Background: an optimization exercise with open tools, aiming at small area, a short achievable clock period and few clock cycles per item. Do not read the settings as production practice.
The RTL was checked by simulation tests, not by an equivalence proof against the original design.
Power and IR drop assume default switching activity.

[flow/flow/run.sh]
#!/bin/bash
# The standard layout (standard.sh), with one change: the buffers that
# the flow puts on every input and output port are the smallest buffer cell
# (sky130_fd_sc_hd__buf_1) rather than the one the resizer picks. The full
# output of the flow goes to flow_standard.log in the folder this runs in.
set -e
export BUFFER_PORTS_ARGS="-buffer_cell sky130_fd_sc_hd__buf_1"
bash standard.sh > flow_standard.log 2>&1
[flow/standard.sh]
#!/bin/bash
# synth_recipe.tcl (not shown) runs the flow's synth.tcl, then flattens the netlist and writes it again
# the make line also repeats each setting of config.mk as NAME=value (left out here)
make -C /OpenROAD-flow-scripts/flow DESIGN_CONFIG=/design/flow/config.mk WORK_HOME=/design/flow/orfs CLKGATE_MAP_FILE= SYNTH_SCRIPT=/design/flow/synth_recipe.tcl "${@:-finish}"
[flow/config.mk]
export PLATFORM = sky130hd
export DESIGN_NAME = ysyx_22040228divunit
export DESIGN_NICKNAME = ysyx_22040228divunit
export VERILOG_FILES = /design/flow/design.v
export SDC_FILE = /design/flow/constraint.sdc
export NUM_CORES = 4
export LEC_CHECK = 0
export CAP_MARGIN = 20
export CORE_MARGIN = 2
export CORE_UTILIZATION = 40
export CTS_BUF_LIST = sky130_fd_sc_hd__clkbuf_4 sky130_fd_sc_hd__clkbuf_8
export PLACE_DENSITY = 0.6
export SETUP_SLACK_MARGIN = 1.8
export SLEW_MARGIN = 20
export TNS_END_PERCENT = 5
[flow/constraint.sdc]
create_clock -name core_clock -period 5.5 [get_ports {clk}]
set_input_delay 1.1000 -clock core_clock [delete_from_list [all_inputs] [get_ports {clk}]]
set_output_delay 1.1000 -clock core_clock [all_outputs]
set_load 0.01 [all_outputs]
[flow/design.v]
module ysyx_22040228divider (
    input        wire                                       clk               ,
    input        wire                                       rst               ,
    input        wire    [63:0]                             diviser           ,
    input        wire    [63:0]                             dividend          ,
    input        wire    [7 :0]                             inst_opcode       ,
    input        wire                                       div_ready         ,
    output       wire    [63:0]                             div_rem_data      ,
    output       wire                                       div_finish
);
localparam [2:0] S_IDLE = 3'd0,
                 S_PREP = 3'd1,
                 S_CHK  = 3'd2,
                 S_RUN  = 3'd3,
                 S_FIX1 = 3'd4,
                 S_FIX2 = 3'd5,
                 S_DONE = 3'd6;
reg     [2:0]    st       ;
reg              finish   ;
reg     [63:0]   R        ;    
reg     [71:0]   D        ;    
reg     [63:0]   Q        ;    
reg     [6:0]    t        ;    
reg              ci       ;    
reg              dh       ;    
reg              aln      ;    
reg              wrd      ;    
reg              rem      ;    
reg              aneg     ;    
reg              bneg     ;    
reg              nfin     ;    
wire op_div   = (inst_opcode == 8'b10000110  );
wire op_divw  = (inst_opcode == 8'b01010001 );
wire op_divuw = (inst_opcode == 8'b00100101);
wire op_rem   = (inst_opcode == 8'b11000001  );
wire op_remu  = (inst_opcode == 8'b10000101 );
wire op_remw  = (inst_opcode == 8'b00010011 );
wire op_remuw = (inst_opcode == 8'b01000011);
wire i_sgn  = op_div | op_divw | op_rem | op_remw ;
wire i_wrd  = op_divw | op_divuw | op_remw | op_remuw ;
wire i_rem  = op_rem | op_remu | op_remw | op_remuw ;
wire i_aneg = i_sgn & (i_wrd ? dividend[31] : dividend[63]) ;
wire i_bneg = i_sgn & (i_wrd ? diviser[31]  : diviser[63] ) ;
wire [63:0] a_mag = {(i_wrd ? 32'b0 : (dividend[63:32] ^ {32{i_aneg}})), dividend[31:0] ^ {32{i_aneg}}} ;
wire [63:0] b_mag = {(i_wrd ? 32'b0 : (diviser[63:32]  ^ {32{i_bneg}})), diviser[31:0]  ^ {32{i_bneg}}} ;
reg [63:0] H ;
reg [63:0] hl ;
integer k, l ;
always @(*) begin
    H = R ;
    for (l = 0; l < 6; l = l + 1) begin
        hl = H ;
        for (k = 0; k < 64; k = k + 1)
            if (((k >> l) & 1) == 0)
                H[k] = hl[k] | hl[(k | (1 << l)) & ~((1 << l) - 1)] ;
    end
end
wire d_hi   = dh ;                                        
wire len_ge = d_hi | (|(D[63:0] & ~{1'b0, H[63:1]})) ;    
wire len_g2 = (|D[71:65]) | (|(D[64:1] & ~H)) ;           
wire d_zero = ~(|D[63:0]) & ~bneg ;                       
wire [63:0] sub_b = ~D[63:0] ;
reg  [63:0] ag, ap, cg, cp, cgl, cpl ;
integer m, n ;
always @(*) begin
    ag = R & sub_b ;
    ap = R ^ sub_b ;
    cg = ag ;
    cp = ap ;
    for (n = 0; n < 6; n = n + 1) begin
        cgl = cg ;
        cpl = cp ;
        for (m = 0; m < 64; m = m + 1)
            if (((m >> n) & 1) == 1) begin
                cg[m] = cgl[m] | (cpl[m] & cgl[((m >> n) << n) - 1]) ;
                cp[m] = cpl[m] & cpl[((m >> n) << n) - 1] ;
            end
    end
end
wire [64:0] cy  = {cg | (cp & {64{ci}}), ci} ;    
wire [64:0] sub = {cy[64], ap ^ cy[63:0]} ;
wire        ge  = sub[64] & ~d_hi ;
wire idle   = (st == S_IDLE) ;
wire prep   = (st == S_PREP) ;
wire quick  = d_zero ;
wire chk_q  = (st == S_CHK) & quick ;
wire run    = (st == S_RUN) | ((st == S_CHK) & ~quick) ;
wire shift8 = run & aln & H[0] & ~len_ge ;                  
wire skip2  = run & ~shift8 & (t[6:1] != 6'd0) & len_g2 ;  
wire step1  = run & ~shift8 & ~skip2 ;
wire iter   = step1 | skip2 ;
wire last   = step1 & (t == 7'd0) ;                         
wire fin    = chk_q | (iter & last) ;                       
wire q_zero = ~(|Q[62:0]) & ~ge ;                          
wire tofix  = chk_q ? (rem ? aneg : 1'b1) : (nfin & (rem | ~q_zero)) ;    
wire [6:0] t_p8 = t + 7'd8 ;
wire [6:0] t_m1 = t - 7'd1 ;
wire [6:0] t_m2 = t - 7'd2 ;
wire [63:0] q_last = {Q[62:0], ge & ~chk_q} | {63'b0, chk_q & d_zero} ;
wire [63:0] q_next = (skip2 | chk_q) ? {Q[61:0], 1'b0, chk_q & d_zero} : {Q[62:0], ge} ;
wire        fin_q   = fin & ~rem ;                          
wire        sel_sub = prep | (st == S_FIX2) | (run & ~fin_q) ;
wire        r_en    = idle | prep | (st == S_FIX1) | (st == S_FIX2) | fin_q | (ge & run & ~shift8) ;
wire [63:0] r_d     = sel_sub ? sub[63:0] : (idle ? a_mag : (fin_q ? q_last : 64'b0)) ;
always @(posedge clk) begin
    if (idle | prep | (st == S_FIX1))
        dh <= 1'b0 ;
    else if (shift8)
        dh <= |D[63:56] ;
    else if (skip2)
        dh <= |D[71:66] ;
    else
        dh <= |D[71:65] ;
    if (idle | prep)
        D <= {8'b0, b_mag | {64{idle & i_aneg}}} ;
    else if (st == S_FIX1)
        D <= {8'b0, R} ;
    else if (shift8)
        D <= {D[63:0], {8{bneg}}} ;
    else if (skip2)
        D <= {2'b0, D[71:2]} ;
    else
        D <= {1'b0, D[71:1]} ;
    Q <= iter ? q_next : 64'b0 ;
    if (idle)
        t <= 7'd0 ;
    else if (shift8)
        t <= t_p8 ;
    else if (skip2)
        t <= t_m2 ;
    else if (step1)
        t <= t_m1 ;
    if (idle)
        ci <= i_aneg | ~i_bneg ;
    else if (prep)
        ci <= ~bneg ;
    else if (st == S_FIX1)
        ci <= 1'b1 ;
    if (idle) begin
        aln  <= 1'b1 ;
        wrd  <= i_wrd ;
        rem  <= i_rem ;
        aneg <= i_aneg ;
        bneg <= i_bneg ;
        nfin <= i_rem ? i_aneg : (i_aneg ^ i_bneg) ;
    end
    else if (iter)
        aln <= 1'b0 ;
    if (r_en)
        R <= r_d ;
end
always @(posedge clk) begin
    if (rst == 1'b1) begin
        st     <= S_IDLE ;
        finish <= 1'b0 ;
    end
    else begin
        case (st)
            S_IDLE : begin
                finish <= 1'b0 ;
                if (div_ready)
                    st <= i_aneg ? S_PREP : S_CHK ;
            end
            S_PREP :
                st <= S_CHK ;
            S_FIX1 :
                st <= S_FIX2 ;
            S_FIX2 : begin
                st     <= S_DONE ;
                finish <= 1'b1 ;
            end
            S_DONE : begin
                st     <= S_IDLE ;
                finish <= 1'b0 ;
            end
            default : begin    
                if (fin) begin
                    st     <= tofix ? S_FIX1 : S_DONE ;
                    finish <= ~tofix ;
                end
                else
                    st <= S_RUN ;
            end
        endcase
    end
end
assign div_finish   = finish ;
assign div_rem_data = wrd ? {{32{R[31]}}, R[31:0]} : R ;
endmodule
module ysyx_22040228divunit (
    input        wire                                       clk               ,
    input        wire                                       rst               ,
    input        wire    [63:0]                             op1_i             ,
    input        wire    [63:0]                             op2_i             ,
    input        wire    [7 :0]                             inst_opcode_i     ,
    input        wire                                       div_ready         ,
    output       wire    [63:0]                             div_rem_data      ,
    output       wire                                       div_finish
);
ysyx_22040228divider divider2 (
    .clk              (clk            ) ,
    .rst              (rst            ) ,
    .dividend         (op1_i          ) ,
    .diviser          (op2_i          ) ,
    .inst_opcode      (inst_opcode_i  ) ,
    .div_ready        (div_ready      ) ,
    .div_rem_data     (div_rem_data   ) ,
    .div_finish       (div_finish     )
);
endmodule
==> results of run 1 <==
-- final cells by class --
type	instances	area (sq um)
clock buffer	67	822
inverter	125	469
tap	525	657
fill	4079	20800
sequential	218	5070
timing repair buffer	294	1610
multi-input combinational	1504	10300
clock inverter	6	66.3
-- per-stage QoR --
stage | total power [W] | hold slack [ns]
finish | 0.0139 | 0.476
global route | 0.0147 | 0.490
CTS | 0.0133 | 0.469
detailed placement | 0.0112 | 0.474
global placement | 0.0112 | 0.460
floorplan | 0.00871 | 0.423
-- registers in the layout (all words and copies together) (netlist names) --
signal	flops
divider2.D	72
divider2.R	64
divider2.Q	63
divider2.t	7
divider2.st	3
divider2.aln	1
divider2.aneg	1
divider2.bneg	1
divider2.ci	1
divider2.dh	1
divider2.finish	1
divider2.nfin	1
divider2.rem	1
divider2.wrd	1
-- kinds of logic (layout without fill, tap and decap cells) --
logic type	count (synthesis)	count (layout)	share of synthesized area
DFF	218	218	0.313
xor gates and xnor gates	179	179	0.0970
other	1	1	0.000232
buffers and inverters	271	492	0.0732
and+or+nand+nor	527	527	0.155
AOI/OAI and AO/OA	658	660	0.265
adders and majority gates	70	70	0.0546
muxes	67	67	0.0417
-- metal layers --
metal / vias to the layer above / GRT usage
met2: 800 / 0.414
li1: 7628 / -
met1: 7807 / 0.437
met4: 0 / 0.0773
met5: - / 0
met3: 102 / 0.0579
-- power groups by stage --
stage,logic [W],clock network (W),registers [W]
after floorplan,0.00571,0,0.00300
after global placement,0.00760,0,0.00356
after detailed placement,0.00764,0,0.00357
after CTS,0.00803,0.00174,0.00352
after global routing,0.00929,0.00182,0.00359
final,0.00860,0.00172,0.00356
-- tightest hold or removal path: cells and delay by family (launching register included) --
kind             cells  cell delay, ns
AO/OA/AOI/OAI        1            0.05
flip-flops           1            0.32
AND/OR/NAND/NOR      1            0.06
-- layout by cell type, fill, tap and decap left out, types with 8 or more instances in the layout --
master,instances
a211o_1,26
a211oi_1,14
a21o_1,24
a21oi_1,229
a221o_1,45
a221oi_1,58
and2_1,9
and3_1,9
buf_1,203
buf_12,8
buf_4,76
clkbuf_4,16
clkbuf_8,51
dfxtp_1,140
dfxtp_2,8
edfxtp_1,70
ha_1,67
inv_1,123
mux2i_1,64
nand2_1,195
nand2b_1,15
nand3_1,17
nand4_1,20
nor2_1,118
nor2b_1,13
nor3_1,27
nor4_1,37
o21a_1,16
o21ai_0,150
o21bai_1,8
o31ai_1,8
or2_2,12
xnor2_1,97
xor2_1,82
-- worst min path at each step --
stage,startpoint,to,slack [ns],depth (start not counted)
6_report,divider2.Q[61]$_SDFF_PN0_,divider2.Q[62]$_SDFF_PN0_,0.48,2
4_1_cts,divider2.Q[29]$_SDFF_PN0_,divider2.Q[30]$_SDFF_PN0_,0.47,2
3_5_place_dp,divider2.Q[61]$_SDFF_PN0_,divider2.Q[62]$_SDFF_PN0_,0.47,2
5_1_grt,divider2.Q[61]$_SDFF_PN0_,divider2.Q[62]$_SDFF_PN0_,0.49,2
2_1_floorplan,divider2.aln$_SDFFE_PP1P_,divider2.aln$_SDFFE_PP1P_,0.42,2
3_3_place_gp,divider2.Q[61]$_SDFF_PN0_,divider2.Q[62]$_SDFF_PN0_,0.46,2
-- timing repair --
item,CTS,global route
cloned,3,2
pin swaps,3,9
endpoints found under the hold margin,0,0
setup buffers,20,41
resized for setup,25,36
setup endpoints to repair,300,303
==> results.py, run 1 <==
metrics = {
    "routing": {
        "wl_met1_um": 29400,
        "num_vias": 16337,
        "highest-signal-layer": "met4",
        "wl_um": 63500,
        "wl_met3_um": 6340,
        "antenna_left": 0,
        "vias_per_cell": 5.96,
        "route.met2.wl_um": 26200,
        "initialDrtViolationCount": 1857,
        "wire_per_inst_um": 23.2,
        "drc": 0,
        "drtPass1Iterations": 6,
    },
    "clock_tree": {
        "clkTransAtPathRegs_ns": 0.06,
        "cts_tree": "yes",
        "cts-htree-levels": 2,
        "clock_sinks": 218,
        "clock_path_buffers": 3,
        "cts-buffers-inserted": 41,
        "clock-root-buffer": "clkbuf_8",
        "ctsHoldBuffers": 0,
        "clk_latency_ns": 0.59,
    },
    "placement": {
        "place_inst": 2600,
        "pre_cts_slack_ns": 1.10,
        "portBuffers": 203,
        "place_area_sq_um": 17300,
        "gp_congestion": 0.998,
        "dp_hpwl_um": 46500,
    },
    "layout": {
        "area_growth_pct": 17.4,
        "instances_no_fill": 2739,
        "fin_nets": 2393,
        "design_area_sq_um": 19000,
        "drive_gt1_frac": 0.112,
        "antenna_cells": 0,
        "finish.utilization": 0.477,
    },
    "die": {
        "start_util": 0.406,
        "core-area_sq_um": 39800,
        "io_pins": 204,
        "dieArea_sq_um": 42000,
        "num_rows": 73,
        "die_w_um": 205,
        "die_h_um": 205,
    },
    "grt": {
        "grt.overflow.total": 0,
        "grt_max_degree": 71,
        "grtUsageTotal": 0.290,
        "grt_pass1_wl_um": 92600,
        "antenna_found_initial": 1,
        "first_global_vias": 15083,
    },
    "power_and_ir_drop": {
        "switchingPower_w": 0.00709,
        "clockPowerShare": 0.124,
        "p_leak_nw": 7.27,
        "comb_power_share": 0.619,
        "vdd_drop_max_mv": 0.281,
        "power_density_nw_per_um2": 732,
        "swShare": 0.511,
        "p_seq_frac": 0.257,
        "cellInternalPower_w": 0.00679,
    },
    "worst_setup_path": {
        "worst_r2r_endpoint": "divider2.R[26]$_DFFE_PP_",
        "r2r_start": "divider2.R[45]$_DFFE_PP_",
        "cp_slowest_cell": "edfxtp_1",
        "crit_required_ns": 5.92,
        "worst-endpoint-arrival_ns": 4.30,
        "worstSetupEndpointType": "flop",
        "cp_num_buf_inv": 2,
        "crit_end": "divider2.R[26]$_DFFE_PP_",
        "path_max_fanout": 32,
        "startpoint": "divider2.R[45]$_DFFE_PP_",
        "cp_top_family": "simple AND/OR/NAND/NOR gates",
        "path_cells": "nor3_2, nand4_1, or3_4, or3_1, o21ai_1, nor3_1, a2111o_1, a211oi_4, buf_4, buf_8, a221o_1",
        "rrSetupSlack_ns": 1.61,
        "path_depth": 11,
        "ff2ff_path_depth": 11,
        "crit_type": "flop to flop",
        "slowest_delay_ns": 0.54,
        "crit_path_start_kind": "flop",
    },
    "synthesis": {
        "post_synth.cell_area_avg_sq_um": 8.12,
        "yosysTopAreaCell": "dfxtp_1",
        "synth.most_common_cell": "a21oi_1",
        "yosys-top-cells-area": "dfxtp_1 18%, edfxtp_1 13%, a21oi_1 7.1%",
        "yosysWarnings": 1,
        "ys_ff_latch": 218,
        "netlist_instances": 1991,
        "synth_cell_types": 76,
        "synth_top_area_frac": 0.183,
        "ys.flop_type": "dfxtp_1",
        "synth_common_cells": "229 x a21oi_1, 198 x nand2_1, 155 x o21ai_0",
        "yosysSeqAreaShare": 0.313,
        "synth_edf_count": 70,
        "synth_nets": 2200,
        "ys_async_sr_fraction": 0,
        "syn-cell-area_sq_um": 16200,
    },
    "sta": {
        "finalSetupViolCount": 0,
        "worst_clock_skew_ns": 0.0363,
        "min_period_ns": 3.89,
        "max_slew_margin": 0.380,
        "hold_viol": 0,
        "fmax_ghz": 0.257,
        "fin_ws_ns": 1.61,
        "worstMarginPinSlew_ns": 0.929,
        "post-route-period-util": 0.706,
        "setup_tns_ns": 0,
        "drv_slew": 0,
        "rsz0062_at_grt": "yes",
    },
    "outcome": {
        "status": "complete, no violations",
    },
    "job": {
        "max-cap-violations": 0,
    },
    "hold_path": {
        "hold_class": "flop to flop",
    },
}
Testbench counts, summed over its fixed seeds: cycles 41,156, items 3,200.
==> run 2, diff against run 1 <==
--- a/flow/config.mk
+++ b/flow/config.mk
@@ -10,3 +10,5 @@
 export CORE_UTILIZATION = 40
-export CTS_BUF_LIST = sky130_fd_sc_hd__clkbuf_4 sky130_fd_sc_hd__clkbuf_8
+export CTS_BUF_LIST = sky130_fd_sc_hd__clkbuf_8 sky130_fd_sc_hd__clkbuf_16
+export CTS_CLUSTER_DIAMETER = 50
+export CTS_CLUSTER_SIZE = 24
 export PLACE_DENSITY = 0.6
==> run 2 against run 1 <==
Via count up 0.51%. Clock skew down 0.0036 ns. Critical path depth unchanged. Still clean on timing, DRC and antenna.
==> results.py, run 2 <==
metrics = {
    "outcome": {
        "status": "complete, no violations",
    },
    "synthesis": {
        "ys.flop_type": "dfxtp_1",
        "synth_cell_types": 76,
        "syn-cell-area_sq_um": 16200,
        "yosysWarnings": 1,
        "ys_ff_latch": 218,
        "yosys-top-cells-area": "dfxtp_1 18%, edfxtp_1 13%, a21oi_1 7.1%",
        "synth_top_area_frac": 0.183,
        "ys_async_sr_fraction": 0,
        "netlist_instances": 1991,
        "synth_common_cells": "229 x a21oi_1, 198 x nand2_1, 155 x o21ai_0",
        "yosysTopAreaCell": "dfxtp_1",
        "synth_nets": 2200,
        "synth_edf_count": 70,
        "synth.most_common_cell": "a21oi_1",
        "post_synth.cell_area_avg_sq_um": 8.12,
        "yosysSeqAreaShare": 0.313,
    },
    "clock_tree": {
        "cts_tree": "yes",
        "clock-root-buffer": "clkbuf_16",
        "clock_sinks": 218,
        "clkTransAtPathRegs_ns": 0.07,
        "clock_path_buffers": 3,
        "cts-htree-levels": 1,
        "cts-buffers-inserted": 30,
        "ctsHoldBuffers": 0,
        "clk_latency_ns": 0.60,
    },
    "layout": {
        "drive_gt1_frac": 0.105,
        "multi_input_area_sq_um": 10300,
        "regMostFlops": "divider2.D",
        "mostFrequentLayoutCells": "229 x a21oi_1, 203 x buf_1, 195 x nand2_1",
        "area_growth_pct": 18.6,
        "reg_top3": "divider2.D: 72 flops, divider2.R: 64 flops, divider2.Q: 63 flops",
        "instances_no_fill": 2725,
        "antenna_cells": 0,
        "largest_reg_flops": 72,
        "regArea_sq_um": 5070,
        "final_common_cell": "a21oi_1",
        "fillCellCount": 4028,
        "fin_nets": 2385,
    },
    "power_and_ir_drop": {
        "power_density_nw_per_um2": 741,
        "vdd_drop_max_mv": 0.341,
        "p_leak_nw": 7.34,
        "p_total_w": 0.0142,
    },
    "routing": {
        "highest-signal-layer": "met4",
        "drc": 0,
        "wire_per_inst_um": 23.3,
        "initialDrtViolationCount": 1752,
        "vias_per_cell": 6.03,
        "antenna_left": 0,
        "route.met2.wl_um": 26300,
        "drtPass1Iterations": 6,
        "num_vias": 16421,
        "wl_met1_um": 28900,
        "wl_met3_um": 6730,
        "wl_um": 63400,
    },
    "grt": {
        "grt.overflow.total": 0,
        "grtUsageTotal": 0.290,
        "grt_max_degree": 71,
        "antenna_found_initial": 2,
        "grt_pass1_wl_um": 93100,
        "first_global_vias": 15083,
    },
    "sta": {
        "min_period_ns": 3.83,
        "worst_clock_skew_ns": 0.0327,
        "rsz0062_at_grt": "yes",
        "hold_ws_ns": 0.474,
        "post-route-period-util": 0.696,
        "fmax_ghz": 0.261,
        "drv_slew": 0,
        "hold_viol": 0,
        "worstMarginPinSlew_ns": 0.951,
        "fin_ws_ns": 1.67,
        "finalSetupViolCount": 0,
        "max_slew_margin": 0.365,
        "setup_tns_ns": 0,
    },
    "worst_setup_path": {
        "worst-endpoint-arrival_ns": 4.31,
        "worstSetupEndpointType": "flop",
        "crit_type": "flop to flop",
        "crit_required_ns": 5.98,
        "path_max_fanout": 43,
        "crit_path_start_kind": "flop",
    },
    "hold_path": {
        "hold_class": "flop to flop",
    },
    "die": {
        "die_w_um": 205,
        "num_rows": 73,
        "start_util": 0.406,
        "core-area_sq_um": 39800,
        "die_h_um": 205,
        "io_pins": 204,
        "dieArea_sq_um": 42000,
    },
    "placement": {
        "place_inst": 2600,
        "portBuffers": 203,
        "dp_hpwl_um": 46500,
        "gp_congestion": 0.998,
        "pre_cts_slack_ns": 1.10,
    },
    "job": {
        "max-cap-violations": 0,
    },
}
run 2: cell counts after synthesis:
Identical to the previous run, type by type.
run 2: what timing repair did:
action                                  in CTS  in global routing
gates cloned                                 4                  1
setup buffers                               21                 43
gates resized for setup                     25                 33
endpoints found under the setup margin     300                300
pin swaps                                    4                 14
run 2: worst max-delay path, cell delays in order, from the launching register on:
cell	delay [ns]
dfxtp_1	0.36
inv_1	0.21
o21ai_0	0.14
a221o_1	0.37
a211oi_1	0.36
o21ai_1	0.14
or3_1	0.50
nor2_4	0.54
buf_4	0.51
nor2_1	0.12
a311oi_1	0.31
nor3_1	0.11
run 2: routing by layer:
metal | up-vias | track usage
met5 | - | 0
met1 | 7880 | 0.439
met2 | 831 | 0.422
met3 | 97 | 0.0530
li1 | 7613 | -
met4 | 0 | 0.0668
run 2: cell type report:
cell class | count | area share
multi-input combinational | 1504 | 0.537
tap | 525 | 0.0343
inverter | 125 | 0.0245
sequential | 218 | 0.265
clock buffer | 32 | 0.0406
timing repair buffer | 297 | 0.0865
clock inverter | 24 | 0.0129
run 2: path summary, 6_finish.rpt:
check / start / to / cells past startpoint / slack, ns
hold / removal: divider2.Q[31]$_SDFF_PN0_ / divider2.Q[32]$_SDFF_PN0_ / 2 / 0.47
setup reg to reg: divider2.D[41]$_DFF_P_ / divider2.t[6]$_SDFFE_PP0P_ / 11 / 1.67
setup / recovery: divider2.D[41]$_DFF_P_ / divider2.t[6]$_SDFFE_PP0P_ / 11 / 1.67
hold reg to reg: divider2.Q[31]$_SDFF_PN0_ / divider2.Q[32]$_SDFF_PN0_ / 2 / 0.47
run 2: power by group:
group	total [W]	switching (W)	leakage [nW]	internal [W]
combinational	0.00865	0.00526	4.89	0.00339
sequential	0.00356	0.00111	1.94	0.00245
clock	0.00200	0.000853	0.509	0.00115
total	0.0142	0.00722	7.34	0.00698
run 2: stage by stage:
stage | area [sq um] | util
4_1_cts | 18600 | 0.468
6_report | 19200 | 0.481
5_1_grt | 19200 | 0.481
2_1_floorplan | 16200 | -
3_5_place_dp | 17300 | 0.434
3_3_place_gp | 17300 | 0.434
run 2: cell families (layout without fill, tap and decap cells):
family / after synthesis / count (layout) / synth area share
AND/OR/NAND/NOR: 527 / 527 / 0.155
buffers and inverters: 271 / 478 / 0.0732
other: 1 / 1 / 0.000232
adder cells (fa/ha/maj): 70 / 70 / 0.0546
XOR/XNOR: 179 / 179 / 0.0970
multiplexers: 67 / 67 / 0.0417
AO/OA/AOI/OAI: 658 / 660 / 0.265
flip-flops: 218 / 218 / 0.313
==> run 3, diff against run 2 <==
--- a/flow/config.mk
+++ b/flow/config.mk
@@ -9,7 +9,7 @@
 export CORE_MARGIN = 2
-export CORE_UTILIZATION = 40
+export CORE_UTILIZATION = 50
 export CTS_BUF_LIST = sky130_fd_sc_hd__clkbuf_8 sky130_fd_sc_hd__clkbuf_16
-export CTS_CLUSTER_DIAMETER = 50
-export CTS_CLUSTER_SIZE = 24
-export PLACE_DENSITY = 0.6
+export CTS_CLUSTER_DIAMETER = 60
+export CTS_CLUSTER_SIZE = 30
+export PLACE_DENSITY = 0.7
 export SETUP_SLACK_MARGIN = 1.8
==> run 3 against run 2 <==
Clock-buffer cell count shrank 11. Register-to-register slack barely moved. Core utilization rose by 11 points. Sequential power is essentially flat. First-iteration DRC count grew 40%. Still clean. Largest power group unchanged. Global-route usage rose by 4.9 points. Critical path type unchanged. Synthesized cell count is the same. Via count rose by 0.74%. Clock skew fell by 0.0094 ns. Clock power shrank 21%. Setup slack got worse by 0.0078 ns. Die area fell by 20%.
==> results.py, run 3 <==
metrics = {
    "worst_setup_path": {
        "crit_type": "flop to flop",
        "worstSetupEndpointType": "flop",
        "cp_top_family": "compound AO/OA/AOI/OAI gates",
        "r2r_start": "divider2.R[62]$_DFFE_PP_",
        "crit_path_start_kind": "flop",
        "path_max_fanout": 51,
        "cp_slowest_cell": "edfxtp_1",
        "worst-endpoint-arrival_ns": 4.09,
        "cp_num_buf_inv": 2,
        "slowest_delay_ns": 0.50,
        "path_cells": "inv_1, a21o_1, a211o_1, nor4_2, nand3_1, o31a_4, nor2_2, a31oi_4, buf_12, a221oi_1, a21oi_1",
        "ff2ff_path_depth": 11,
        "worst_r2r_endpoint": "divider2.R[30]$_DFFE_PP_",
        "rrSetupSlack_ns": 1.67,
        "crit_required_ns": 5.76,
    },
    "sta": {
        "worst_clock_skew_ns": 0.0233,
        "min_period_ns": 3.83,
        "hold_viol": 0,
        "rsz0062_at_grt": "yes",
        "drv_slew": 0,
        "max_slew_margin": 0.267,
        "post-route-period-util": 0.697,
        "fmax_ghz": 0.261,
        "setup_tns_ns": 0,
        "worstMarginPinSlew_ns": 1.10,
        "finalSetupViolCount": 0,
    },
    "power_and_ir_drop": {
        "p_leak_nw": 7.19,
        "p_seq_frac": 0.258,
        "power_density_nw_per_um2": 733,
        "clockPowerShare": 0.116,
        "vdd_drop_max_mv": 0.310,
        "swShare": 0.518,
        "p_total_w": 0.0137,
        "switchingPower_w": 0.00712,
        "cellInternalPower_w": 0.00662,
        "comb_power_share": 0.626,
    },
    "die": {
        "io_pins": 204,
        "num_rows": 65,
        "start_util": 0.510,
        "dieArea_sq_um": 33800,
        "core-area_sq_um": 31700,
        "die_h_um": 184,
        "die_w_um": 184,
    },
    "synthesis": {
        "syn-cell-area_sq_um": 16200,
        "synth_nets": 2200,
        "ys_async_sr_fraction": 0,
        "synth_edf_count": 70,
        "synth_common_cells": "229 x a21oi_1, 198 x nand2_1, 155 x o21ai_0",
        "post_synth.cell_area_avg_sq_um": 8.12,
        "netlist_instances": 1991,
        "ys.flop_type": "dfxtp_1",
        "yosysSeqAreaShare": 0.313,
        "synth.most_common_cell": "a21oi_1",
        "synth_cell_types": 76,
        "synth_top_area_frac": 0.183,
        "yosysWarnings": 1,
        "ys_ff_latch": 218,
        "yosysTopAreaCell": "dfxtp_1",
        "yosys-top-cells-area": "dfxtp_1 18%, edfxtp_1 13%, a21oi_1 7.1%",
    },
    "grt": {
        "grtUsageTotal": 0.339,
        "grt_pass1_wl_um": 88000,
        "antenna_found_initial": 1,
        "first_global_vias": 14795,
        "grt_max_degree": 71,
        "grt.overflow.total": 0,
    },
    "layout": {
        "mostFrequentLayoutCells": "228 x a21oi_1, 203 x buf_1, 195 x nand2_1",
        "fillCellCount": 2943,
        "final_common_cell": "a21oi_1",
        "area_growth_pct": 15.9,
        "regMostFlops": "divider2.D",
        "fin_nets": 2379,
        "largest_reg_flops": 72,
        "drive_gt1_frac": 0.103,
        "reg_top3": "divider2.D: 72 flops, divider2.R: 64 flops, divider2.Q: 63 flops",
    },
    "routing": {
        "antenna_left": 0,
        "drc": 0,
        "wl_um": 59700,
        "num_vias": 16542,
        "vias_per_cell": 6.39,
        "drtPass1Iterations": 6,
        "wire_per_inst_um": 23.1,
        "initialDrtViolationCount": 2448,
    },
    "outcome": {
        "status": "complete, no violations",
    },
    "clock_tree": {
        "clock_path_buffers": 3,
        "clock-root-buffer": "clkbuf_16",
        "cts-buffers-inserted": 21,
        "clk_latency_ns": 0.54,
        "clock_sinks": 218,
        "clkTransAtPathRegs_ns": 0.08,
        "cts-htree-levels": 1,
        "cts_tree": "yes",
        "ctsHoldBuffers": 0,
    },
    "hold_path": {
        "hp-start": "divider2.Q[29]$_SDFF_PN0_",
        "hold_class": "flop to flop",
        "holdPathStages": 2,
        "hold_end": "divider2.Q[30]$_SDFF_PN0_",
    },
    "placement": {
        "portBuffers": 203,
        "dp_hpwl_um": 43700,
        "gp_congestion": 0.998,
    },
    "job": {
        "max-cap-violations": 0,
    },
}
==> run 3: power groups by stage <==
stage                     registers [W]  logic, W  clock network, W
after floorplan                 0.00300   0.00571                 0
after global placement          0.00354   0.00743                 0
after detailed placement        0.00356   0.00753                 0
after CTS                       0.00353   0.00780           0.00159
after global routing            0.00355   0.00924           0.00165
final                           0.00355   0.00860           0.00159
==> run 3: kinds of logic (layout without fill, tap and decap cells) <==
logic type | Yosys count | after routing | synth area share
AND/OR/NAND/NOR | 527 | 527 | 0.155
flip-flops | 218 | 218 | 0.313
adder cells (fa/ha/maj) | 70 | 70 | 0.0546
AO/OA/AOI/OAI | 658 | 660 | 0.265
other | 1 | 2 | 0.000232
multiplexers | 67 | 67 | 0.0417
buffers and inverters | 271 | 462 | 0.0732
XOR/XNOR | 179 | 179 | 0.0970
==> run 3: worst register-to-register path, stage by stage (launching register included) <==
cell      delay, ns
edfxtp_1       0.50
inv_1          0.16
a21o_1         0.20
a211o_1        0.32
nor4_2         0.38
nand3_1        0.15
o31a_4         0.45
nor2_2         0.27
a31oi_4        0.27
buf_12         0.26
a221oi_1       0.48
a21oi_1        0.11
==> run 3: what timing repair did <==
item | in CTS | in global routing
endpoints found under the hold margin | 0 | 0
pin swaps | 5 | 17
gates cloned | 3 | 4
gates resized for setup | 24 | 49
setup buffers | 7 | 57
setup endpoints to repair | 298 | 251
==> run 3: cell type report <==
| type | count | area (sq um) | share of cell area |
|---|---|---|---|
| Clock inverter | 16 | 218 | 0.0116 |
| Sequential cell | 218 | 5090 | 0.272 |
| Multi-Input combinational cell | 1504 | 10300 | 0.548 |
| Tap cell | 402 | 503 | 0.0268 |
| Timing Repair Buffer | 300 | 1670 | 0.0891 |
| Inverter | 125 | 469 | 0.0250 |
| Clock buffer | 21 | 526 | 0.0280 |
| Antenna cell | 1 | 2.50 | 0.000134 |
==> run 3: metrics by stage <==
| step | util | instance area, sq um | hold WS [ns] | setup slack [ns] | std cells |
|---|---|---|---|---|---|
| finish | 0.591 | 18700 | 0.484 | 1.67 | 2587 |
| global route | 0.591 | 18700 | 0.505 | 1.58 | 2586 |
| CTS | 0.568 | 18000 | 0.484 | 1.58 | 2524 |
| detailed placement | 0.538 | 17100 | 0.472 | 1.04 | 2477 |
| global placement | 0.538 | 17100 | 0.473 | 1.13 | 2477 |
| floorplan | - | 16200 | 0.423 | 1.49 | 1991 |
==> run 3: metal layers <==
metal	GRT usage	vias up	share of wire
met4	0.0976	0	0.029
met3	0.0642	107	0.12
li1	-	7608	-
met1	0.514	7783	0.43
met5	0	-	0
met2	0.483	1044	0.41
==> run 3: worst max path at each step <==
| stage | startpoint | endpoint | slack [ns] | cells past startpoint |
|---|---|---|---|---|
| 5_1_grt | divider2.R[23]$_DFFE_PP_ | divider2.D[51]$_DFF_P_ | 1.58 | 12 |
| 3_3_place_gp | divider2.R[55]$_DFFE_PP_ | divider2.D[14]$_DFF_P_ | 1.13 | 11 |
| 6_report | divider2.R[62]$_DFFE_PP_ | divider2.R[30]$_DFFE_PP_ | 1.67 | 11 |
| 4_1_cts | divider2.D[1]$_DFF_P_ | divider2.R[39]$_DFFE_PP_ | 1.58 | 12 |
| 2_1_floorplan | divider2.R[55]$_DFFE_PP_ | divider2.R[0]$_DFFE_PP_ | 1.49 | 9 |
| 3_5_place_dp | divider2.R[50]$_DFFE_PP_ | divider2.D[29]$_DFF_P_ | 1.04 | 11 |
==> run 4, diff against run 3 <==
--- a/flow/config.mk
+++ b/flow/config.mk
@@ -7,5 +7,5 @@
 export LEC_CHECK = 0
-export CAP_MARGIN = 20
+export CAP_MARGIN = 10
 export CORE_MARGIN = 2
-export CORE_UTILIZATION = 50
+export CORE_UTILIZATION = 40
 export CTS_BUF_LIST = sky130_fd_sc_hd__clkbuf_8 sky130_fd_sc_hd__clkbuf_16
@@ -13,5 +13,5 @@
 export CTS_CLUSTER_SIZE = 30
-export PLACE_DENSITY = 0.7
+export PLACE_DENSITY = 0.6
 export SETUP_SLACK_MARGIN = 1.8
-export SLEW_MARGIN = 20
+export SLEW_MARGIN = 10
 export TNS_END_PERCENT = 5
==> run 4 against run 3 <==
Clock skew down 0.0059 ns. Still clean. Total power grew 1.2%. Routed wire length rose by 6.7%. Sequential share of layout area decreased by 0.53 points. Final area rose by 1.9%.
==> results.py, run 4 <==
metrics = {
    "synthesis": {
        "ys_async_sr_fraction": 0,
        "synth_edf_count": 70,
        "synth_top_area_frac": 0.183,
        "yosysWarnings": 1,
        "synth_cell_types": 76,
        "ys.flop_type": "dfxtp_1",
        "ys_ff_latch": 218,
        "yosysSeqAreaShare": 0.313,
        "netlist_instances": 1991,
        "syn-cell-area_sq_um": 16200,
        "yosys-top-cells-area": "dfxtp_1 18%, edfxtp_1 13%, a21oi_1 7.1%",
        "yosysTopAreaCell": "dfxtp_1",
        "synth.most_common_cell": "a21oi_1",
        "synth_nets": 2200,
        "post_synth.cell_area_avg_sq_um": 8.12,
        "synth_common_cells": "229 x a21oi_1, 198 x nand2_1, 155 x o21ai_0",
    },
    "sta": {
        "post-route-period-util": 0.682,
        "finalSetupViolCount": 0,
        "fin_ws_ns": 1.75,
        "min_period_ns": 3.75,
        "setup_tns_ns": 0,
        "hold_ws_ns": 0.482,
        "rsz0062_at_grt": "yes",
        "worst_clock_skew_ns": 0.0175,
        "max_slew_margin": 0.329,
        "hold_viol": 0,
        "drv_slew": 0,
        "worstMarginPinSlew_ns": 1.01,
        "fmax_ghz": 0.267,
    },
    "die": {
        "core-area_sq_um": 39800,
        "num_rows": 73,
        "die_h_um": 205,
        "start_util": 0.406,
        "io_pins": 204,
        "dieArea_sq_um": 42000,
        "die_w_um": 205,
    },
    "worst_setup_path": {
        "critPathMostFrequentCell": "or3_4",
        "path_max_fanout": 21,
        "worst-endpoint-arrival_ns": 3.98,
        "cp_top_family": "simple AND/OR/NAND/NOR gates",
        "cp_slowest_cell": "a2111o_1",
        "ff2ff_path_depth": 11,
        "path_cells": "nor4_4, nand4_1, or3_4, or3_4, o21ai_2, nor3_2, a2111o_1, and2_4, o221ai_4, buf_4, buf_12",
        "crit_path_start_kind": "flop",
        "r2r_start": "divider2.R[51]$_DFFE_PP_",
        "worst_r2r_endpoint": "divider2.R[55]$_DFFE_PP_",
        "crit_type": "flop to flop",
        "rrSetupSlack_ns": 1.75,
        "cp_num_buf_inv": 2,
        "worstSetupEndpointType": "flop",
        "slowest_delay_ns": 0.52,
        "crit_required_ns": 5.73,
    },
    "routing": {
        "drc": 0,
        "antenna_left": 0,
        "initialDrtViolationCount": 1765,
        "vias_per_cell": 6.00,
        "wire_per_inst_um": 23.5,
        "drtPass1Iterations": 5,
        "wl_um": 63700,
        "num_vias": 16289,
    },
    "clock_tree": {
        "ctsHoldBuffers": 0,
        "cts-buffers-inserted": 22,
        "clock_sinks": 218,
        "clock-root-buffer": "clkbuf_16",
        "clk_latency_ns": 0.54,
        "cts-htree-levels": 1,
        "clock_path_buffers": 3,
        "clkTransAtPathRegs_ns": 0.08,
        "cts_tree": "yes",
    },
    "layout": {
        "reg_top3": "divider2.D: 72 flops, divider2.R: 64 flops, divider2.Q: 63 flops",
        "area_growth_pct": 18.1,
        "antenna_cells": 0,
        "mostFrequentLayoutCells": "229 x a21oi_1, 202 x buf_1, 196 x nand2_1",
        "drive_gt1_frac": 0.106,
        "largest_reg_flops": 72,
        "fin_nets": 2383,
        "finish.utilization": 0.480,
        "regMostFlops": "divider2.D",
        "final_common_cell": "a21oi_1",
        "design_area_sq_um": 19100,
    },
    "power_and_ir_drop": {
        "p_leak_nw": 7.28,
        "vdd_drop_max_mv": 0.342,
        "power_density_nw_per_um2": 728,
    },
    "placement": {
        "gp_congestion": 0.998,
        "pre_cts_slack_ns": 1.10,
        "dp_hpwl_um": 46500,
        "place_area_sq_um": 17300,
        "portBuffers": 203,
    },
    "grt": {
        "grt_pass1_wl_um": 92100,
        "grt_max_degree": 71,
        "first_global_vias": 14907,
        "grt.overflow.total": 0,
        "antenna_found_initial": 1,
        "grtUsageTotal": 0.287,
    },
    "hold_path": {
        "hold_class": "flop to flop",
        "hp-start": "divider2.Q[61]$_SDFF_PN0_",
        "holdPathStages": 2,
        "hold_end": "divider2.Q[62]$_SDFF_PN0_",
    },
    "outcome": {
        "status": "complete, no violations",
    },
    "job": {
        "max-cap-violations": 0,
    },
}
## run 4: cell counts after synthesis
No cell type changed its count.
## run 4: tightest hold or removal path, stage by stage (launching register included)
cell and delay [ns]:
dfxtp_1 0.33, nand2_1 0.06, a21oi_1 0.05
## run 4: where the power goes
part | internal (W) | switching [W]
Combinational | 0.00343 | 0.00525
Clock | 0.000884 | 0.000780
Sequential | 0.00245 | 0.00111
## run 4: logic make-up after synthesis
logic type      synth area share
compound gates             0.265
simple gates               0.155
buf+inv                   0.0732
flops                      0.313
xor+xnor                  0.0970
fa+ha+maj                 0.0546
mux                       0.0417
other cells             0.000232
## run 4: cell type report
type                            count  area (sq um)
Timing Repair Buffer              302          1780
Inverter                          125           469
Tap cell                          525           657
Multi-Input combinational cell   1505         10300
Sequential cell                   218          5080
Clock buffer                       24           601
Clock inverter                     16           190
Fill cell                        4025         20700
## run 4: worst max-delay path by stage
stage / startpoint / to / cells after the start
global placement: divider2.D[5]$_DFF_P_ / divider2.R[55]$_DFFE_PP_ / 12
detailed placement: inst_opcode_i[6] / divider2.D[31]$_DFF_P_ / 12
floorplan: divider2.R[55]$_DFFE_PP_ / divider2.R[0]$_DFFE_PP_ / 9
global route: divider2.D[5]$_DFF_P_ / divider2.R[52]$_DFFE_PP_ / 14
CTS: divider2.R[49]$_DFFE_PP_ / divider2.R[11]$_DFFE_PP_ / 11
finish: divider2.R[51]$_DFFE_PP_ / divider2.R[55]$_DFFE_PP_ / 11
## run 4: per-layer routing
| layer | wire [um] | global-route usage | vias up | share of wire |
|---|---|---|---|---|
| li1 | - | - | 7595 | - |
| met1 | 29300 | 0.436 | 7792 | 0.46 |
| met2 | 26600 | 0.412 | 809 | 0.42 |
| met3 | 6270 | 0.0557 | 93 | 0.098 |
| met4 | 1490 | 0.0637 | 0 | 0.023 |
| met5 | 0 | 0 | - | 0 |
## run 4: through the flow
| stage | instances | power [W] |
|---|---|---|
| detailed placement | 2600 | 0.0112 |
| global route | 2715 | 0.0147 |
| CTS | 2658 | 0.0132 |
| finish | 2715 | 0.0139 |
| global placement | 2600 | 0.0112 |
| floorplan | 1991 | 0.00871 |
## run 4: what timing repair did
action	CTS	global route
resized for setup	25	51
cloned	4	6
endpoints found under the setup margin	300	307
buffers inserted	14	51
pin swaps	3	17
==> run 5, diff against run 4 <==
--- a/flow/config.mk
+++ b/flow/config.mk
@@ -7,3 +7,3 @@
 export LEC_CHECK = 0
-export CAP_MARGIN = 10
+export CAP_MARGIN = 20
 export CORE_MARGIN = 2
@@ -15,3 +15,3 @@
 export SETUP_SLACK_MARGIN = 1.8
-export SLEW_MARGIN = 10
-export TNS_END_PERCENT = 5
+export SLEW_MARGIN = 20
+export TNS_END_PERCENT = 100
==> run 5 against run 4 <==
Still clean. Critical path depth grew 3. Sequential power barely moved. Setup slack better by 0.036 ns. Clock power about the same. Clock-buffer cell count increased by 1. Combinational power grew 4.3%. Sequential share of layout area is 0.51 points lower. Global-route usage up 0.19 points. Routed wire length is 0.33% higher. Clock skew barely moved. Critical endpoint is now divider2.R[23]$_DFFE_PP_. Largest power group unchanged.
==> results.py, run 5 <==
metrics = {
    "worst_setup_path": {
        "rrSetupSlack_ns": 1.79,
        "ff2ff_path_depth": 14,
        "worstSetupEndpointType": "flop",
        "crit_required_ns": 5.80,
        "worst-endpoint-arrival_ns": 4.01,
        "crit_type": "flop to flop",
        "crit_path_start_kind": "flop",
        "path_max_fanout": 9,
    },
    "clock_tree": {
        "cts-buffers-inserted": 23,
        "ctsHoldBuffers": 0,
        "clock_path_buffers": 3,
        "clk_latency_ns": 0.55,
        "cts_tree": "yes",
        "clock-root-buffer": "clkbuf_16",
        "clock_sinks": 218,
        "clkTransAtPathRegs_ns": 0.08,
        "cts-htree-levels": 1,
    },
    "placement": {
        "portBuffers": 203,
        "dp_hpwl_um": 46300,
        "place_inst": 2596,
        "gp_congestion": 0.993,
    },
    "layout": {
        "regArea_sq_um": 5090,
        "regMostFlops": "divider2.D",
        "largest_reg_flops": 72,
        "reg_top3": "divider2.D: 72 flops, divider2.R: 64 flops, divider2.Q: 63 flops",
        "final_common_cell": "a21oi_1",
        "instances_no_fill": 2727,
        "antenna_cells": 0,
        "fillCellCount": 3994,
        "fin_nets": 2395,
        "drive_gt1_frac": 0.122,
        "area_growth_pct": 20.5,
        "multi_input_area_sq_um": 10500,
        "mostFrequentLayoutCells": "222 x a21oi_1, 203 x buf_1, 194 x nand2_1",
    },
    "synthesis": {
        "yosysTopAreaCell": "dfxtp_1",
        "yosysSeqAreaShare": 0.313,
        "synth_top_area_frac": 0.183,
        "synth_edf_count": 70,
        "ys.flop_type": "dfxtp_1",
        "netlist_instances": 1991,
        "ys_async_sr_fraction": 0,
        "synth.most_common_cell": "a21oi_1",
        "ys_ff_latch": 218,
        "yosys-top-cells-area": "dfxtp_1 18%, edfxtp_1 13%, a21oi_1 7.1%",
        "post_synth.cell_area_avg_sq_um": 8.12,
        "yosysWarnings": 1,
        "syn-cell-area_sq_um": 16200,
        "synth_cell_types": 76,
        "synth_common_cells": "229 x a21oi_1, 198 x nand2_1, 155 x o21ai_0",
        "synth_nets": 2200,
    },
    "sta": {
        "setup_tns_ns": 0,
        "post-route-period-util": 0.675,
        "hold_viol": 0,
        "finalSetupViolCount": 0,
        "worst_clock_skew_ns": 0.0170,
        "worstMarginPinSlew_ns": 0.913,
        "rsz0062_at_grt": "yes",
        "min_period_ns": 3.71,
        "fmax_ghz": 0.269,
        "drv_slew": 0,
        "max_slew_margin": 0.390,
    },
    "die": {
        "core-area_sq_um": 39800,
        "num_rows": 73,
        "dieArea_sq_um": 42000,
        "die_w_um": 205,
        "start_util": 0.406,
        "io_pins": 204,
        "die_h_um": 205,
    },
    "job": {
        "max-cap-violations": 0,
    },
    "grt": {
        "grt_use_met3": 0.0538,
        "grt_pass1_wl_um": 92500,
        "top_usage_layer": "met1",
        "grtUsageTotal": 0.288,
        "first_global_vias": 15174,
        "grtUsageMet1": 0.436,
        "use_met2": 0.408,
        "grt_max_degree": 71,
        "antenna_found_initial": 0,
        "grt.overflow.total": 0,
    },
    "routing": {
        "num_vias": 16357,
        "drtPass1Iterations": 6,
        "wl_um": 63900,
        "antenna_left": 0,
        "initialDrtViolationCount": 1961,
        "drc": 0,
        "vias_per_cell": 6.00,
        "wire_per_inst_um": 23.4,
    },
    "power_and_ir_drop": {
        "p_leak_nw": 7.40,
        "vdd_drop_max_mv": 0.268,
        "power_density_nw_per_um2": 731,
    },
    "outcome": {
        "status": "complete, no violations",
    },
    "hold_path": {
        "holdPathStages": 2,
        "hold_class": "flop to flop",
    },
}
## run 5: cell counts after synthesis
Identical to the previous run, type by type.
## run 5: layout make-up
cell class | count | share of cell area
multi-input cells | 1505 | 0.541
flip-flops and latches | 218 | 0.261
repair buffers | 313 | 0.0996
well taps | 525 | 0.0337
clock buffers | 25 | 0.0315
inverters | 125 | 0.0241
clock inverters | 16 | 0.00855
## run 5: cells by family (layout without fill, tap and decap cells)
logic type      after synthesis  after routing  share of synthesized area
compound gates              658            661                      0.265
xor+xnor                    179            179                     0.0970
fa+ha+maj                    70             70                     0.0546
buf+inv                     271            479                     0.0732
flops                       218            218                      0.313
mux                          67             67                     0.0417
other cells                   1              1                   0.000232
simple gates                527            527                      0.155
## run 5: path summary, 6_finish.rpt
check	startpoint	end
worst min register to register	divider2.Q[61]$_SDFF_PN0_	divider2.Q[62]$_SDFF_PN0_
worst max register to register	divider2.R[49]$_DFFE_PP_	divider2.R[23]$_DFFE_PP_
worst min-delay path	divider2.Q[61]$_SDFF_PN0_	divider2.Q[62]$_SDFF_PN0_
worst max-delay path	divider2.R[49]$_DFFE_PP_	divider2.R[23]$_DFFE_PP_
## run 5: stage by stage
step	hold WS (ns)	power [W]	instance area, sq um	worst slack (ns)	util
after detailed placement	0.474	0.0112	17200	1.02	0.432
after floorplan	0.423	0.00871	16200	1.49	-
final	0.488	0.0142	19500	1.79	0.489
after global placement	0.474	0.0111	17200	1.09	0.432
after global routing	0.512	0.0151	19500	1.70	0.489
after CTS	0.486	0.0134	18700	1.80	0.470
## run 5: timing repair
action                                 in CTS  in global routing
buffers inserted                           45                 32
gates resized for setup                    56                 78
cloned                                      6                  7
endpoints found under the hold margin       0                  0
setup endpoints to repair                 304                294
pin swaps                                  11                 27
## run 5: routing by layer
metal / up-vias / part of all wire
li1: 7642 / -
met1: 7707 / 0.45
met2: 895 / 0.41
met3: 113 / 0.11
met4: 0 / 0.034
met5: - / 0
## run 5: power breakdown
group | leakage (nW) | switching [W] | internal (W) | total (W)
logic | 5.07 | 0.00545 | 0.00360 | 0.00905
registers | 1.94 | 0.00108 | 0.00245 | 0.00353
clock network | 0.383 | 0.000801 | 0.000854 | 0.00165
total | 7.40 | 0.00733 | 0.00691 | 0.0142
## run 5: critical path: stages (launching register included)
cell and delay (ns):
edfxtp_1 0.49, buf_4 0.19, ha_1 0.33, a21oi_1 0.19, o21bai_1 0.08, a2111o_1 0.44, a31o_2 0.26, a21oi_2 0.19
o211a_4 0.23, nor3_4 0.06, o31ai_4 0.37, o221ai_4 0.19, buf_6 0.16, buf_12 0.12, buf_16 0.14

-- afterwards: timing with drivers on the ports --
In the flow no input, the clock included, has a driving cell. The finished layouts below were timed again as built, in two steps. Step 1 assumes that a clkbuf_16 drives the clock port and a buf_2 every other input. Step 2 also shifts input and output timing later by t, the mid clock arrival at the registers, as if the neighbouring blocks saw the same clock. Three values: ideal, step 1, step 2; two values: the first two.
run	shift t [ns]	setup WS [ns]	worst setup path at the end	clock arrival spread, ns	worst slew at a driven data input, ns
run 1	0.619	1.615 / 1.615 / 1.358	input to register	0.036 / 0.036	0.04
run 2	0.637	1.674 / 1.674 / 1.355	input to register	0.032 / 0.033	0.04
run 3	0.579	1.666 / 1.666 / 1.270	input to register	0.024 / 0.024	0.04
run 4	0.583	1.751 / 1.751 / 1.459	input to register	0.018 / 0.018	0.04
run 5	0.587	1.787 / 1.787 / 1.461	input to register	0.017 / 0.017	0.05
After both steps every run listed still meets setup and hold. For run 3, which loses most, drivers alone change the setup slack by 0.000 ns; drivers and shift together by -0.396 ns.
